From an optimization exercise on the open Yosys and OpenROAD flow, aimed at small area; shortcuts taken in it are not production practice.
In this exercise RTL edits were held to simulation tests only and were not proved equivalent to the original.
Power figures rest on the tool's default switching activity, not on a simulated workload.

==> delta <==
## Classic_Pong_Top
module Classic_Pong_Top (
    input clk_i,
    input rst_i,
    input UART_RX_i,
    input sw1_i,
    input sw2_i,
    input sw3_i,
    input sw4_i,
    output VGA_Hsync_o,
    output VGA_Vsync_o,
    output VGA_Red_0_o,
    output VGA_Red_1_o,
    output VGA_Red_2_o,
    output VGA_Grn_0_o,
    output VGA_Grn_1_o,
    output VGA_Grn_2_o,
    output VGA_Blu_0_o,
    output VGA_Blu_1_o,
    output VGA_Blu_2_o
);
export LEC_CHECK = 0
export CAP_MARGIN = 20
export CORE_MARGIN = 2
export CORE_UTILIZATION = 40
export PLACE_DENSITY = 0.6
export SLEW_MARGIN = 20
create_clock -name core_clock -period 40.0 [get_ports {clk_i}]
run.sh (not shown) runs the stock make flow with config.mk's settings and CLKGATE_MAP_FILE= SYNTH_SCRIPT=/design/flow/synth_recipe.tcl, a recipe that flattens the netlist after the stock synthesis.
==> inputs of xenon, as changes to delta <==
==> flow/design.v (replaced) <==
module VGA_Sync_Count (
    input  clk_i,
    input  rst_i,
    output reg [3:0] px_o,
    output reg [5:0] cx_o,
    output reg [3:0] py_o,
    output reg [5:0] cy_o
);
    wire cell_end_w = (px_o == 4'd15);
    wire line_end_w = cell_end_w && cx_o[5] && cx_o[4] && cx_o[0];    
    wire row_end_w  = line_end_w && (py_o == 4'd15);
    wire frame_end_w = line_end_w && cy_o[5] && py_o[3] && py_o[2];   
    always @(posedge clk_i) begin
        if (rst_i) begin
            px_o <= 4'd15;
            cx_o <= 6'd49;
            py_o <= 4'd12;
            cy_o <= 6'd32;
        end else begin
            px_o <= px_o + 4'd1;
            if (line_end_w)
                cx_o <= 6'd0;
            else if (cell_end_w)
                cx_o <= cx_o + 6'd1;
            if (frame_end_w) begin
                py_o <= 4'd0;
                cy_o <= 6'd0;
            end else begin
                if (line_end_w)
                    py_o <= py_o + 4'd1;
                if (row_end_w)
                    cy_o <= cy_o + 6'd1;
            end
        end
    end
endmodule
module Debounced_Switch (
    input  clk_i,
    input  rst_i,
    input  sw_i,
    output reg sw_o
);
    localparam [17:0] SEED = 18'h00001;
    localparam [17:0] TERM = 18'h16385;
    localparam [17:0] POL  = 18'h2aaaa;
    reg [17:0] q_r;
    wire [17:0] s_w = q_r ^ POL;
    wire term_w = (s_w == TERM);
    wire go_w = (sw_i ^ sw_o) & ~term_w & ~rst_i;
    wire [17:0] n_w = go_w ? {s_w[16:0], s_w[17] ^ s_w[10]} : SEED;
    always @(posedge clk_i) begin
        q_r <= n_w ^ POL;
        if (rst_i)
            sw_o <= 1'b0;
        else if (term_w)
            sw_o <= sw_i;
    end
endmodule
module UART_RX (
    input  clk_i,
    input  rst_i,
    input  rx_serial_i,
    output rx_dv_o
);
    localparam [11:0] SEED  = 12'h001;
    localparam [11:0] P109  = 12'hee0;
    localparam [11:0] CLEAN = 12'hf96;
    reg [11:0] st_r;
    assign rx_dv_o = (st_r == CLEAN);
    always @(posedge clk_i) begin
        if (rst_i || rx_dv_o || (rx_serial_i && (st_r == SEED || st_r == P109)))
            st_r <= SEED;
        else
            st_r <= {st_r[10:0], st_r[11] ^ st_r[5] ^ st_r[3] ^ st_r[0]};
    end
endmodule
module Pong_Paddle_Ctl (
    input  clk_i,
    input  rst_i,
    input  up_i,
    input  dn_i,
    output reg [4:0] y_o
);
    localparam [20:0] SEED = 21'h0996ae;
    localparam [20:0] TERM = 21'h04cb57;
    reg [20:0] q_r;
    wire term_w = (q_r == TERM);
    wire en_w = up_i ^ dn_i;
    wire e0 = en_w & ~rst_i, h0 = ~en_w & ~rst_i;
    wire e1 = ~en_w | rst_i, h1 = en_w | rst_i;
    wire [20:0] sh = {q_r[19:0], q_r[20] ^ q_r[1] ^ term_w};
    wire [20:0] n0 = (sh & {21{e0}}) | (q_r & {21{h0}});
    wire [20:0] n1 = (sh | {21{e1}}) & (q_r | {21{h1}});
    wire mv_up = term_w & up_i & (y_o != 5'd0);
    wire mv_dn = term_w & dn_i & (y_o != 5'd23) & ~mv_up;
    wire mv = mv_up | mv_dn;
    wire [4:0] t;
    assign t[0] = mv;
    genvar i;
    generate for (i = 1; i < 5; i = i + 1) begin : g
        assign t[i] = t[i-1] & (y_o[i-1] ^ mv_up);
    end endgenerate
    always @(posedge clk_i) begin
        q_r <= (n0 & ~SEED) | (n1 & SEED);
        if (rst_i)
            y_o <= 5'd12;
        else
            y_o <= y_o ^ t;
    end
endmodule
module Pong_Ball_Ctl (
    input  clk_i,
    input  rst_i,
    input  active_i,
    output reg [5:0] x_o,
    output reg [4:0] y_o
);
    localparam [20:0] SEED = 21'h0996ae;
    localparam [20:0] TERM = 21'h04cb57;
    reg [20:0] q_r;
    reg left_r, up_r;
    wire term_w = (q_r == TERM);
    wire e0 = active_i & ~rst_i, h0 = ~active_i & ~rst_i;
    wire e1 = ~active_i | rst_i, h1 = active_i | rst_i;
    wire [20:0] sh = {q_r[19:0], q_r[20] ^ q_r[1] ^ term_w};
    wire [20:0] n0 = (sh & {21{e0}}) | (q_r & {21{h0}});
    wire [20:0] n1 = (sh | {21{e1}}) & (q_r | {21{h1}});
    wire ld_w = rst_i | ~active_i;
    wire go_left_w = left_r ? (x_o != 6'd0) : (x_o == 6'd39);
    wire go_up_w   = up_r   ? (y_o != 5'd0) : (y_o == 5'd29);
    wire [5:0] tx_w;
    wire [4:0] ty_w;
    assign tx_w[0] = term_w;
    assign ty_w[0] = term_w;
    genvar i;
    generate
        for (i = 1; i < 6; i = i + 1) begin : gx
            assign tx_w[i] = tx_w[i-1] & (x_o[i-1] ^ go_left_w);
        end
        for (i = 1; i < 5; i = i + 1) begin : gy
            assign ty_w[i] = ty_w[i-1] & (y_o[i-1] ^ go_up_w);
        end
    endgenerate
    always @(posedge clk_i) begin
        q_r <= (n0 & ~SEED) | (n1 & SEED);
        if (ld_w) begin
            x_o    <= 6'd20;
            y_o    <= 5'd15;
            left_r <= 1'b1;
            up_r   <= 1'b1;
        end else begin
            x_o <= x_o ^ tx_w;
            y_o <= y_o ^ ty_w;
            if (term_w) begin
                left_r <= go_left_w;
                up_r   <= go_up_w;
            end
        end
    end
endmodule
module Classic_Pong_Top (
    input clk_i,
    input rst_i,
    input UART_RX_i,
    input sw1_i,
    input sw2_i,
    input sw3_i,
    input sw4_i,
    output VGA_Hsync_o,
    output VGA_Vsync_o,
    output VGA_Red_0_o,
    output VGA_Red_1_o,
    output VGA_Red_2_o,
    output VGA_Grn_0_o,
    output VGA_Grn_1_o,
    output VGA_Grn_2_o,
    output VGA_Blu_0_o,
    output VGA_Blu_1_o,
    output VGA_Blu_2_o
);
    localparam [2:0] IDLE = 3'd0, RUNNING = 3'd1, P1_WINS = 3'd2,
                     P2_WINS = 3'd3, CLEANUP = 3'd4;
    wire rx_dv_w;
    UART_RX uart_i (.clk_i(clk_i), .rst_i(rst_i), .rx_serial_i(UART_RX_i),
                    .rx_dv_o(rx_dv_w));
    wire sw1_w, sw2_w, sw3_w, sw4_w;
    Debounced_Switch sw_1 (.clk_i(clk_i), .rst_i(rst_i), .sw_i(sw1_i), .sw_o(sw1_w));
    Debounced_Switch sw_2 (.clk_i(clk_i), .rst_i(rst_i), .sw_i(sw2_i), .sw_o(sw2_w));
    Debounced_Switch sw_3 (.clk_i(clk_i), .rst_i(rst_i), .sw_i(sw3_i), .sw_o(sw3_w));
    Debounced_Switch sw_4 (.clk_i(clk_i), .rst_i(rst_i), .sw_i(sw4_i), .sw_o(sw4_w));
    wire [4:0] p1_y_w, p2_y_w;
    Pong_Paddle_Ctl p1_i (.clk_i(clk_i), .rst_i(rst_i), .up_i(sw1_w), .dn_i(sw2_w), .y_o(p1_y_w));
    Pong_Paddle_Ctl p2_i (.clk_i(clk_i), .rst_i(rst_i), .up_i(sw3_w), .dn_i(sw4_w), .y_o(p2_y_w));
    reg [2:0] state_r;
    reg [3:0] p1_score_r, p2_score_r;
    wire [5:0] ball_x_w;
    wire [4:0] ball_y_w;
    Pong_Ball_Ctl ball_i (.clk_i(clk_i), .rst_i(rst_i), .active_i(state_r == RUNNING),
                          .x_o(ball_x_w), .y_o(ball_y_w));
    function covers(input [5:0] r, input [4:0] y);
        covers = (r >= {1'b0, y}) && (r <= {1'b0, y} + 6'd6);
    endfunction
    wire ball_edge_w = (ball_x_w == 6'd0) || (ball_x_w == 6'd39);
    wire ball_cov_w  = covers({1'b0, ball_y_w}, ball_x_w[5] ? p2_y_w : p1_y_w);
    always @(posedge clk_i) begin
        if (rst_i) begin
            state_r    <= IDLE;
            p1_score_r <= 4'd0;
            p2_score_r <= 4'd0;
        end else
            case (state_r)
                IDLE:
                    if (rx_dv_w) state_r <= RUNNING;
                RUNNING:
                    if (ball_edge_w && !ball_cov_w)
                        state_r <= ball_x_w[5] ? P1_WINS : P2_WINS;
                P1_WINS:
                    if (p1_score_r == 4'd8)
                        p1_score_r <= 4'd0;
                    else begin
                        p1_score_r <= p1_score_r + 4'd1;
                        state_r    <= CLEANUP;
                    end
                P2_WINS:
                    if (p2_score_r == 4'd8)
                        p2_score_r <= 4'd0;
                    else begin
                        p2_score_r <= p2_score_r + 4'd1;
                        state_r    <= CLEANUP;
                    end
                CLEANUP:
                    state_r <= IDLE;
                default: ;
            endcase
    end
    wire [3:0] px_w, py_w;
    wire [5:0] cell_x_w, cell_y_w;
    VGA_Sync_Count vga_i (.clk_i(clk_i), .rst_i(rst_i), .px_o(px_w), .cx_o(cell_x_w),
                          .py_o(py_w), .cy_o(cell_y_w));
    wire [9:0] col_w = {cell_x_w, px_w};
    wire [9:0] row_w = {cell_y_w, py_w};
    wire draw_w = (cell_x_w == ball_x_w && cell_y_w == {1'b0, ball_y_w})
                | ((cell_x_w == 6'd0 || cell_x_w == 6'd39)
                   && covers(cell_y_w, cell_x_w[5] ? p2_y_w : p1_y_w));
    reg [2:0] video_r;
    always @(posedge clk_i) begin
        if (rst_i)
            video_r <= 3'b000;
        else
            video_r <= {video_r[1:0], draw_w};
    end
    assign VGA_Hsync_o = !(col_w >= 10'd661 && col_w <= 10'd752);
    assign VGA_Vsync_o = !((row_w == 10'd490 && col_w >= 10'd3) || row_w == 10'd491 ||
                           (row_w == 10'd492 && col_w < 10'd3));
    assign {VGA_Red_2_o, VGA_Red_1_o, VGA_Red_0_o} = {3{video_r[2]}};
    assign {VGA_Grn_2_o, VGA_Grn_1_o, VGA_Grn_0_o} = {3{video_r[2]}};
    assign {VGA_Blu_2_o, VGA_Blu_1_o, VGA_Blu_0_o} = {3{video_r[2]}};
endmodule
==> notes <==
Against xenon, the synthesized area of delta is higher by 6.9%.
Of xenon and delta, delta has the higher global-route usage (gap 0.23 points).
Sequential power: xenon is smaller than delta (about 4%).
In xenon the cell count is smaller than in delta, by 9.8%.
Of delta and xenon, delta has the higher via count (gap about 6%, measured against xenon).
Between xenon and delta, the lower fmax is in delta (gap 1.8%, measured against delta).
==> figures <==
| item | delta | xenon |
|---|---|---|
| Outcome | timing/DRC/antenna clean | timing/DRC/antenna clean |
| Post-layout utilization of the core | 45.9% | 45.5% |
| Max IR drop VDD | 42.6 µV | 33.7 µV |
| Number of DRC violations after detailed-routing iteration 0 | 286 | 420 |
| Met3 Resource Use GR | 2.45% | 2.32% |
| Post-synthesis adder-cell area fraction | 8.93% | 5.19% |
| Proportion of cell area spent on the clock network | 7.51% | 7.83% |
| P_int | 0.000372 W | 0.000351 W |
| Buffers, non-clock | 29 | 19 |
| Wire length of the first global-routing pass | 30800 µm | 29500 µm |
| Tightest hold margin | 0.448 ns | 0.374 ns |
| Achievable frequency | 94.0 MHz | 95.8 MHz |
| Worst setup timing slack at the placement stage | 29.90 ns | 30.08 ns |

## port drivers added, routing unchanged
Ports are ideal in the flow. The routed layouts listed here were re-timed in OpenROAD. Step 1: set_driving_cell puts a clkbuf_16 on clk_i and a buf_2 on each other input, an assumption about the parent block. Step 2 also shifts input and output timing later by t, the mid clock arrival at the registers, as if the neighbouring blocks saw the same clock. a / b / c = ideal ports / drivers / drivers and shift; a / b = the first two.
run | t, ns | setup slack, ns | latest minus earliest clock arrival (ns) | cell pins on the clock port's net
delta | 0.560 | 29.365 / 29.319 / 29.880 | 0.010 / 0.009 | 1
xenon | 0.553 | 29.558 / 29.508 / 30.061 | 0.014 / 0.014 | 1
After both steps every run listed still meets setup and hold.
